Background: an optimization exercise with open tools, aiming at small area, a short achievable clock period and few clock cycles per item. Do not read the settings as production practice. Where RTL was checked, it was by simulation tests only, not by an equivalence proof against the original.

==> flow/design.v <==
module FPU(
input [31:0] Data1,
input [31:0] Data2,
input Clock,
input Reset,
input In_Data_Valid,
input Op,
output reg [31:0] Data_Out,
output reg Out_Data_Valid
);
reg [31:0] a0, b0;
reg op0;
reg v0, v1;
always @(posedge Clock) begin
	a0 <= Data1;
	b0 <= Data2;
	op0 <= Op;
end
always @(posedge Clock)
if (Reset) begin
	v0 <= 1'b0;
	v1 <= 1'b0;
	Out_Data_Valid <= 1'b0;
end else begin
	v0 <= In_Data_Valid;
	v1 <= v0;
	Out_Data_Valid <= v1;
end
wire s1 = a0[31];
wire s2 = b0[31];
wire [7:0] e1 = a0[30:23];
wire [7:0] e2 = b0[30:23];
wire [22:0] m1 = a0[22:0];
wire [22:0] m2 = b0[22:0];
wire [47:0] prod = {|e1, m1} * {|e2, m2};
wire [9:0] expm = {2'b00, e1} + {2'b00, e2} - 10'd127;
wire nzand = (|a0[30:0]) & (|b0[30:0]);
wire andz = ~|(a0[30:0] & b0[30:0]);
wire swap = b0[30:0] > a0[30:0];
wire [30:0] lg = swap ? b0[30:0] : a0[30:0];
wire [30:0] sm = swap ? a0[30:0] : b0[30:0];
wire sgnR = swap ? s2 : s1;
wire [7:0] eL = lg[30:23];
wire [7:0] eS = sm[30:23];
wire [23:0] ML = {|eL, lg[22:0]};
wire [23:0] MS = {|eS, sm[22:0]};
wire [7:0] d = eL - eS;
wire [23:0] MSs = MS >> d;
wire sub = s1 ^ s2;
wire [24:0] mant = sub ? ({1'b0, ML} - {1'b0, MSs}) : ({1'b0, ML} + {1'b0, MSs});
wire ff1 = &e1;
wire ff2 = &e2;
wire mz1 = ~|m1;
wire mz2 = ~|m2;
wire z1 = ~|a0[30:0];
wire z2 = ~|b0[30:0];
wire nan = (ff1 & ~mz1) | (ff2 & ~mz2);
wire inf1 = ff1 & mz1;
wire inf2 = ff2 & mz2;
wire efa = nan | (inf1 & inf2 & sub);
wire efm = nan | (z1 & inf2) | (z2 & inf1);
reg [47:0] x1;
reg [9:0] base1;
reg op1, sg1, ef1, nzand1, andz1, e254_1;
always @(posedge Clock) begin
	x1 <= op0 ? prod : {mant, 23'b0};
	base1 <= op0 ? expm : {2'b00, eL};
	op1 <= op0;
	sg1 <= op0 ? (s1 ^ s2) : sgnR;
	ef1 <= op0 ? efm : efa;
	nzand1 <= nzand;
	andz1 <= andz;
	e254_1 <= (eL == 8'd254);
end
wire [9:0] bp1 = base1 + 10'd1;
wire neg = bp1[9];
wire [24:0] lzin = x1[47:23] | ((!neg && bp1 <= 10'd24) ? (25'h1000000 >> bp1[4:0]) : 25'd0);
reg [4:0] cnt;
integer i;
always @(*) begin
	cnt = 5'd25;
	for (i = 0; i < 25; i = i + 1)
		if (lzin[i]) cnt = 5'd24 - i[4:0];
end
wire [47:0] shl = x1 << cnt;
wire zeroM = ~|x1[47:23];
wire [9:0] et = bp1 - {5'd0, cnt};
wire OFm = !et[9] && (et[8:0] >= 9'd255);
wire OFa = zeroM ? e254_1 : (et[8:0] == 9'd255);
wire OF = op1 ? OFm : OFa;
wire [22:0] mres = (OF || neg || cnt == 5'd25 || (op1 && andz1)) ? 23'd0 : shl[46:24];
wire [7:0] eres = OF ? 8'hFF :
                  (op1 ? ((nzand1 && !neg) ? et[7:0] : 8'd0)
                       : (zeroM ? 8'd0 : et[7:0]));
always @(posedge Clock)
	Data_Out <= ef1 ? 32'hFFFFFFFF : {sg1, eres, mres};
endmodule
make LEC_CHECK=0 ABC_AREA=1 CAP_MARGIN=20 CORE_MARGIN=2 CORE_UTILIZATION=40 PLACE_DENSITY=0.6 SLEW_MARGIN=20 finish   # period 15.0 ns
run.sh (not shown) runs the stock make flow with config.mk's settings and CLKGATE_MAP_FILE= SYNTH_SCRIPT=/design/flow/synth_recipe.tcl, a recipe that flattens the netlist after the stock synthesis.
The baseline passed the timing, DRC and antenna checks.
Then changed:
- ABC_AREA: 1 -> not set
Maximum frequency goes down by 9.6%.
Die area went down by 1.7%.
Wire length is lower by 6.2%.
Core utilization increases by 0.27 points.
Cell area went down by 1.1%.
Global-route usage decreases by 1.4 points.
First-iteration DRC count goes down by 24%.
Non-clock buffer count is higher by 9.
No functional check of the RTL was part of any run of this note.

========
== amber ==
RTL: the design.v shown in full above, as it stands there.
export LEC_CHECK = 0
export CAP_MARGIN = 20
export CORE_MARGIN = 2
export CORE_UTILIZATION = 40
export PLACE_DENSITY = 0.6
export SLEW_MARGIN = 20
create_clock -name core_clock -period 15.0 [get_ports {Clock}]
standard.sh (not shown) runs the stock make flow with config.mk's settings and CLKGATE_MAP_FILE= SYNTH_SCRIPT=/design/flow/synth_recipe.tcl, a recipe that flattens the netlist after the stock synthesis.
==> flow/flow/run.sh <==
#!/bin/bash
set -euo pipefail
bash standard.sh SETUP_SLACK_MARGIN=9 finish > standard.log 2>&1
Both conditions hold for amber: the flow ran to the end and the final layout passed the timing, DRC and antenna checks.
[inputs] juniper vs amber
# amber
export LEC_CHECK = 0
export CAP_MARGIN = 20
export CORE_MARGIN = 2
export CORE_UTILIZATION = 40
export PLACE_DENSITY = 0.6
export SLEW_MARGIN = 20
create_clock -name core_clock -period 15.0 [get_ports {Clock}]
# juniper
export LEC_CHECK = 0
export ABC_CLOCK_PERIOD_IN_PS = 4000
export CAP_MARGIN = 20
export CORE_MARGIN = 2
export CORE_UTILIZATION = 40
export PLACE_DENSITY = 0.6
export SLEW_MARGIN = 20
create_clock -name core_clock -period 15.0 [get_ports {Clock}]
==> flow/run.sh (new file) <==
#!/bin/bash
# synth_recipe.tcl (not shown) runs the flow's synth.tcl, then flattens the netlist and writes it again
# the make line also repeats each setting of config.mk as NAME=value (left out here)
make -C /OpenROAD-flow-scripts/flow DESIGN_CONFIG=/design/flow/config.mk WORK_HOME=/design/flow/orfs CLKGATE_MAP_FILE= SYNTH_SCRIPT=/design/flow/synth_recipe.tcl finish
removed: flow/flow/run.sh
removed: flow/standard.sh
--- outcome ---
Delta (juniper minus amber): number of well-tap cells placed essentially unchanged. Number of nets in the layout: juniper vs amber down 280. Compared with amber, in juniper combined buffer and inverter count along the critical path higher.
No functional check of the RTL was part of any run of this note.

========
FPU, a different RTL version from the one above (not shown whole).
For scale: roughly 3000 cells after synthesis, ~320 flip-flops, roughly 100 I/O pins, about 31000 um^2 of cells after synthesis.
// FPU
module FPU(
input [31:0] Data1,
input [31:0] Data2,
input Clock,
input Reset,
input In_Data_Valid,
input Op,
output reg [31:0] Data_Out,
output reg Out_Data_Valid
);
Settings: LEC_CHECK=0, CAP_MARGIN=20, CORE_MARGIN=2, CORE_UTILIZATION=62, CTS_CLUSTER_DIAMETER=120, CTS_CLUSTER_SIZE=28, PLACE_DENSITY=0.7, SLEW_MARGIN=20, SYNTH_HIERARCHICAL=1, SYNTH_MINIMUM_KEEP_SIZE=0, TNS_END_PERCENT=5; clock period 15.0 ns.
==> flow/flow/run.sh <==
#!/bin/bash
set -euo pipefail
bash standard.sh SETUP_SLACK_MARGIN=10.8 'BUFFER_PORTS_ARGS=-buffer_cell sky130_fd_sc_hd__buf_1' finish > standard.log 2>&1
Testbench counts at the start, summed over its fixed seeds: cycles 14,231, items 8,000.
Rerun with:
==> flow/flow/run.sh (replaced) <==
#!/bin/bash
set -euo pipefail
bash standard.sh SETUP_SLACK_MARGIN=10.95 'BUFFER_PORTS_ARGS=-buffer_cell sky130_fd_sc_hd__buf_1' finish > standard.log 2>&1
Worst hold slack is about the same; die area is unchanged.

========
Another version of the RTL of FPU (not shown whole).
For scale: roughly 3000 cells after synthesis, about 100 I/O pins, ~31000 µm² of cells after synthesis.
export LEC_CHECK = 0
export CAP_MARGIN = 20
export CORE_MARGIN = 2
export CORE_UTILIZATION = 62
export CTS_CLUSTER_DIAMETER = 120
export CTS_CLUSTER_SIZE = 28
export PLACE_DENSITY = 0.7
export SLEW_MARGIN = 20
export SYNTH_HIERARCHICAL = 1
export SYNTH_MINIMUM_KEEP_SIZE = 0
export TNS_END_PERCENT = 20
create_clock -name core_clock -period 15.0 [get_ports {Clock}]
==> flow/flow/run.sh <==
#!/bin/bash
set -euo pipefail
bash standard.sh SETUP_SLACK_MARGIN=11.0 'BUFFER_PORTS_ARGS=-buffer_cell sky130_fd_sc_hd__buf_1' finish > standard.log 2>&1
The baseline ran to the end with no violations.
Next try:
==> flow/flow/run.sh (replaced) <==
#!/bin/bash
set -euo pipefail
bash standard.sh SETUP_SLACK_MARGIN=10.9 'BUFFER_PORTS_ARGS=-buffer_cell sky130_fd_sc_hd__buf_1' finish > standard.log 2>&1
PLACE_DENSITY = 0.75   (was 0.7)
TNS_END_PERCENT = 5   (was 20)
Outcome: The changed run passed the timing, DRC and antenna checks; worst hold slack improved by 10 ps; fmax goes up by about 0.6%; setup slack improved by 24 ps; wire length goes down by 4.4%; final cell count goes down by 1.1%; area after synthesis stays the same; via count goes down by about 3.4%; final area goes down by 3.9%.
Next try:
CORE_UTILIZATION = 55   (was 62)
PLACE_DENSITY = 0.65   (was 0.75)
First-iteration DRC count falls by roughly a tenth.
Utilization falls by 7.6 points.
Via count falls by a few percent.
Next try:
CORE_UTILIZATION = 62   (was 55)
PLACE_DENSITY = 0.7   (was 0.65)
Register-to-register slack gets better by 30 ps.
Sequential share of layout area stays flat.
Clock skew went up by 7.8 ps.
Function was not checked in any run of this note: the RTL went through the layout flow alone.

========
FPU with an RTL version that a note above also has.
Size in the first run: ~31000 sq um of cells after synthesis.
==> flow/config.mk <==
export PLATFORM = sky130hd
export DESIGN_NAME = FPU
export DESIGN_NICKNAME = FPU
export VERILOG_FILES = /design/flow/design.v
export SDC_FILE = /design/flow/constraint.sdc
export NUM_CORES = 8
export LEC_CHECK = 0
export CAP_MARGIN = 20
export CORE_MARGIN = 2
export CORE_UTILIZATION = 55
export CTS_CLUSTER_DIAMETER = 120
export CTS_CLUSTER_SIZE = 28
export PLACE_DENSITY = 0.65
export SLEW_MARGIN = 20
export SYNTH_HIERARCHICAL = 1
export SYNTH_MINIMUM_KEEP_SIZE = 0
export TNS_END_PERCENT = 5
==> flow/constraint.sdc <==
create_clock -name core_clock -period 15.0 [get_ports {Clock}]
set_input_delay 3.0000 -clock core_clock [delete_from_list [all_inputs] [get_ports {Clock}]]
set_output_delay 3.0000 -clock core_clock [all_outputs]
set_load 0.01 [all_outputs]
==> flow/flow/run.sh <==
#!/bin/bash
set -euo pipefail
bash standard.sh SETUP_SLACK_MARGIN=10.6 'BUFFER_PORTS_ARGS=-buffer_cell sky130_fd_sc_hd__buf_1' finish > standard.log 2>&1
The first run went through all stages and came out clean.
Testbench counts at the start, summed over its fixed seeds: cycles 14,231, items 8,000.
==> next run, changes <==
==> flow/flow/run.sh (replaced) <==
#!/bin/bash
set -euo pipefail
bash standard.sh SETUP_SLACK_MARGIN=10.9 'BUFFER_PORTS_ARGS=-buffer_cell sky130_fd_sc_hd__buf_1' finish > standard.log 2>&1
CORE_UTILIZATION = 62   (was 55)
PLACE_DENSITY = 0.7   (was 0.65)
What happened: The new run finished clean; wire length is lower by 1.4%; area after synthesis is unchanged; worst hold slack improves by 9.1 ps; core utilization is higher by 8.0 points; clock-buffer cell count is lower by 2; fmax is higher by 5.7%; synthesized cell count stays the same.
==> next run, changes <==
TNS_END_PERCENT = 20   (was 5)
What happened: The changed run completed without violations; design area rose by about 2.4%; worst setup slack is better by 47 ps; sequential cell count does not change; area after synthesis does not change.
==> next run, changes <==
==> flow/flow/run.sh (replaced) <==
#!/bin/bash
set -euo pipefail
bash standard.sh SETUP_SLACK_MARGIN=11.05 'BUFFER_PORTS_ARGS=-buffer_cell sky130_fd_sc_hd__buf_1' finish > standard.log 2>&1
CORE_UTILIZATION = 55   (was 62)
PLACE_DENSITY = 0.65   (was 0.7)
TNS_END_PERCENT = 5   (was 20)
Outcome:
- The new run completed without violations
- utilization shrinks by 6.8 points
- area after synthesis does not change
- routed wire length grows by 2.9%
- final cell count grows by 2.7%
- maximum frequency grows by 2.6%
==> next run, changes <==
==> flow/flow/run.sh (replaced) <==
#!/bin/bash
set -euo pipefail
bash standard.sh SETUP_SLACK_MARGIN=10.9 'BUFFER_PORTS_ARGS=-buffer_cell sky130_fd_sc_hd__buf_1' finish > standard.log 2>&1
CORE_UTILIZATION = 60   (was 55)
CTS_CLUSTER_DIAMETER = 110   (was 120)
CTS_CLUSTER_SIZE = 30   (was 28)
PLACE_DENSITY = 0.68   (was 0.65)
After rerunning:
- via count is lower by 0.67%
- core utilization is higher by 3.5 points
- global-route usage is higher by 0.65 points
- wire length is lower by 5.6%
- setup slack gets worse by 180 ps

========
Another version of the RTL of FPU (not shown whole).
For scale: ~340 flip-flops, about 0.031 mm² of cells after synthesis.
==> flow/design.v (excerpt) <==
module FPU(
input [31:0] Data1,
input [31:0] Data2,
input Clock,
input Reset,
input In_Data_Valid,
input Op,
output reg [31:0] Data_Out,
output reg Out_Data_Valid
);
clock: 15.0 ns
lec_check: 0
cap_margin: 20
core_margin: 2
core_utilization: 55
place_density: 0.65
slew_margin: 20
synth_hierarchical: 1
synth_minimum_keep_size: 0
tns_end_percent: 5
==> flow/flow/run.sh <==
#!/bin/bash
set -euo pipefail
bash standard.sh SETUP_SLACK_MARGIN=10.9 'BUFFER_PORTS_ARGS=-buffer_cell sky130_fd_sc_hd__buf_1' finish > standard.log 2>&1
Edit:
--- a/flow/config.mk
+++ b/flow/config.mk
@@ -10,2 +10,4 @@
 export CORE_UTILIZATION = 55
+export CTS_CLUSTER_DIAMETER = 120
+export CTS_CLUSTER_SIZE = 28
 export PLACE_DENSITY = 0.65
What happened: The new run finished clean. Critical path depth decreases by 4. Synthesized cell count is unchanged. Sequential share of layout area increases by 0.69 points. Via count decreases by 1.3%. Setup slack is worse by 0.064 ns.
Function was not checked in any run of this note: the RTL went through the layout flow alone.

========
== wip/quartz ==
FPU, a different RTL version from the one above (not shown whole).
Size: roughly 3000 cells after synthesis, ~340 flip-flops, ~31000 um^2 of cells after synthesis.
Design FPU, start of the top module:
module FPU(
input [31:0] Data1,
input [31:0] Data2,
input Clock,
input Reset,
input In_Data_Valid,
input Op,
output reg [31:0] Data_Out,
output reg Out_Data_Valid
);
==> flow/config.mk <==
export PLATFORM = sky130hd
export DESIGN_NAME = FPU
export DESIGN_NICKNAME = FPU
export VERILOG_FILES = /design/flow/design.v
export SDC_FILE = /design/flow/constraint.sdc
export NUM_CORES = 8
export LEC_CHECK = 0
export CAP_MARGIN = 20
export CORE_MARGIN = 2
export CORE_UTILIZATION = 60
export CTS_CLUSTER_DIAMETER = 110
export CTS_CLUSTER_SIZE = 30
export PLACE_DENSITY = 0.68
export SLEW_MARGIN = 20
export SYNTH_HIERARCHICAL = 1
export SYNTH_MINIMUM_KEEP_SIZE = 0
export TNS_END_PERCENT = 5
==> flow/constraint.sdc <==
create_clock -name core_clock -period 15.0 [get_ports {Clock}]
set_input_delay 3.0000 -clock core_clock [delete_from_list [all_inputs] [get_ports {Clock}]]
set_output_delay 3.0000 -clock core_clock [all_outputs]
set_load 0.01 [all_outputs]
Scripts as last shown in full above: flow/flow/run.sh
## Diff of input files: wip/indigo against wip/quartz
- PLACE_DENSITY now 0.7, was 0.68
- CTS_CLUSTER_SIZE now 28, was 30
- CORE_UTILIZATION now 62, was 60
- CTS_CLUSTER_DIAMETER now 120, was 110
==> flow/flow/run.sh <==
#!/bin/bash
set -euo pipefail
bash standard.sh SETUP_SLACK_MARGIN=11.0 'BUFFER_PORTS_ARGS=-buffer_cell sky130_fd_sc_hd__buf_1' finish > standard.log 2>&1
--- outcome ---
Of wip/quartz and wip/indigo, wip/indigo shows the higher via count, with wip/quartz below it. Final cell count delta (wip/indigo -> wip/quartz): insignificant. Changes observed in wip/indigo relative to wip/quartz: met2 wire length shows an increase of 2.4%, worst hold margin decreased 0.0055 ns. Per the comparison of wip/indigo with wip/quartz, filler cell count in the final layout lower, compound-cell area share of the yosys netlist held steady, utilization of the core after routing up 2.4 points.
Function was not checked in any run of this note: the RTL went through the layout flow alone.

-- port drivers added, routing unchanged --
The results above use ideal ports. As a check the final layouts listed here were re-extracted and re-timed, cells and wires unchanged. Step 1 (the two cells are an assumption about what drives the block):
set clk [get_ports {Clock}]
set_driving_cell -lib_cell sky130_fd_sc_hd__clkbuf_16 $clk
set_driving_cell -lib_cell sky130_fd_sc_hd__buf_2 [delete_from_list [all_inputs] $clk]
Step 2 times the ports against the registers' clock, not the clock port: input delays grow and output delays shrink by t, the midpoint of the rising clock arrivals with the driver on. Three values: ideal, step 1, step 2; two values: the first two.
run | t (ns) | setup slack, ns | worst setup path after step 2
the first run of note 1 | 0.556 | 5.665 / 5.665 / 5.665 | register to register
the second run of note 1 | 0.569 | 4.676 / 4.676 / 4.676 | register to register
amber | 0.549 | 6.930 / 6.930 / 6.930 | register to register
juniper | 0.569 | 4.676 / 4.676 / 4.676 | register to register
the first run of note 3 | 0.603 | 10.732 / 10.732 / 10.488 | input to register
the second run of note 3 | 0.597 | 10.877 / 10.877 / 10.551 | input to register
the first run of note 4 | 0.599 | 10.866 / 10.860 / 10.540 | input to register
the second run of note 4 | 0.615 | 10.890 / 10.859 / 10.633 | input to register
the third run of note 4 | 0.615 | 10.770 / 10.770 / 10.643 | input to register
the fourth run of note 4 | 0.599 | 10.802 / 10.802 / 10.663 | input to register
the first run of note 5 | 0.600 | 10.532 / 10.532 / 10.532 | register to register
the second run of note 5 | 0.607 | 10.773 / 10.773 / 10.507 | input to register
the third run of note 5 | 0.604 | 10.820 / 10.820 / 10.338 | input to register
the fourth run of note 5 | 0.615 | 10.924 / 10.894 / 10.597 | input to register
the fifth run of note 5 | 0.608 | 10.749 / 10.749 / 10.580 | input to register
the first run of note 6 | 0.637 | 10.867 / 10.835 / 10.826 | input to register
the second run of note 6 | 0.621 | 10.803 / 10.803 / 10.803 | register to register
wip/quartz | 0.619 | 10.847 / 10.835 / 10.735 | input to register
wip/indigo | 0.613 | 10.843 / 10.843 / 10.747 | input to register
After both steps setup and hold are still met in every run listed. For the third run of note 5, which loses most, drivers alone change the setup slack by 0.000 ns; drivers and shift together by -0.482 ns.
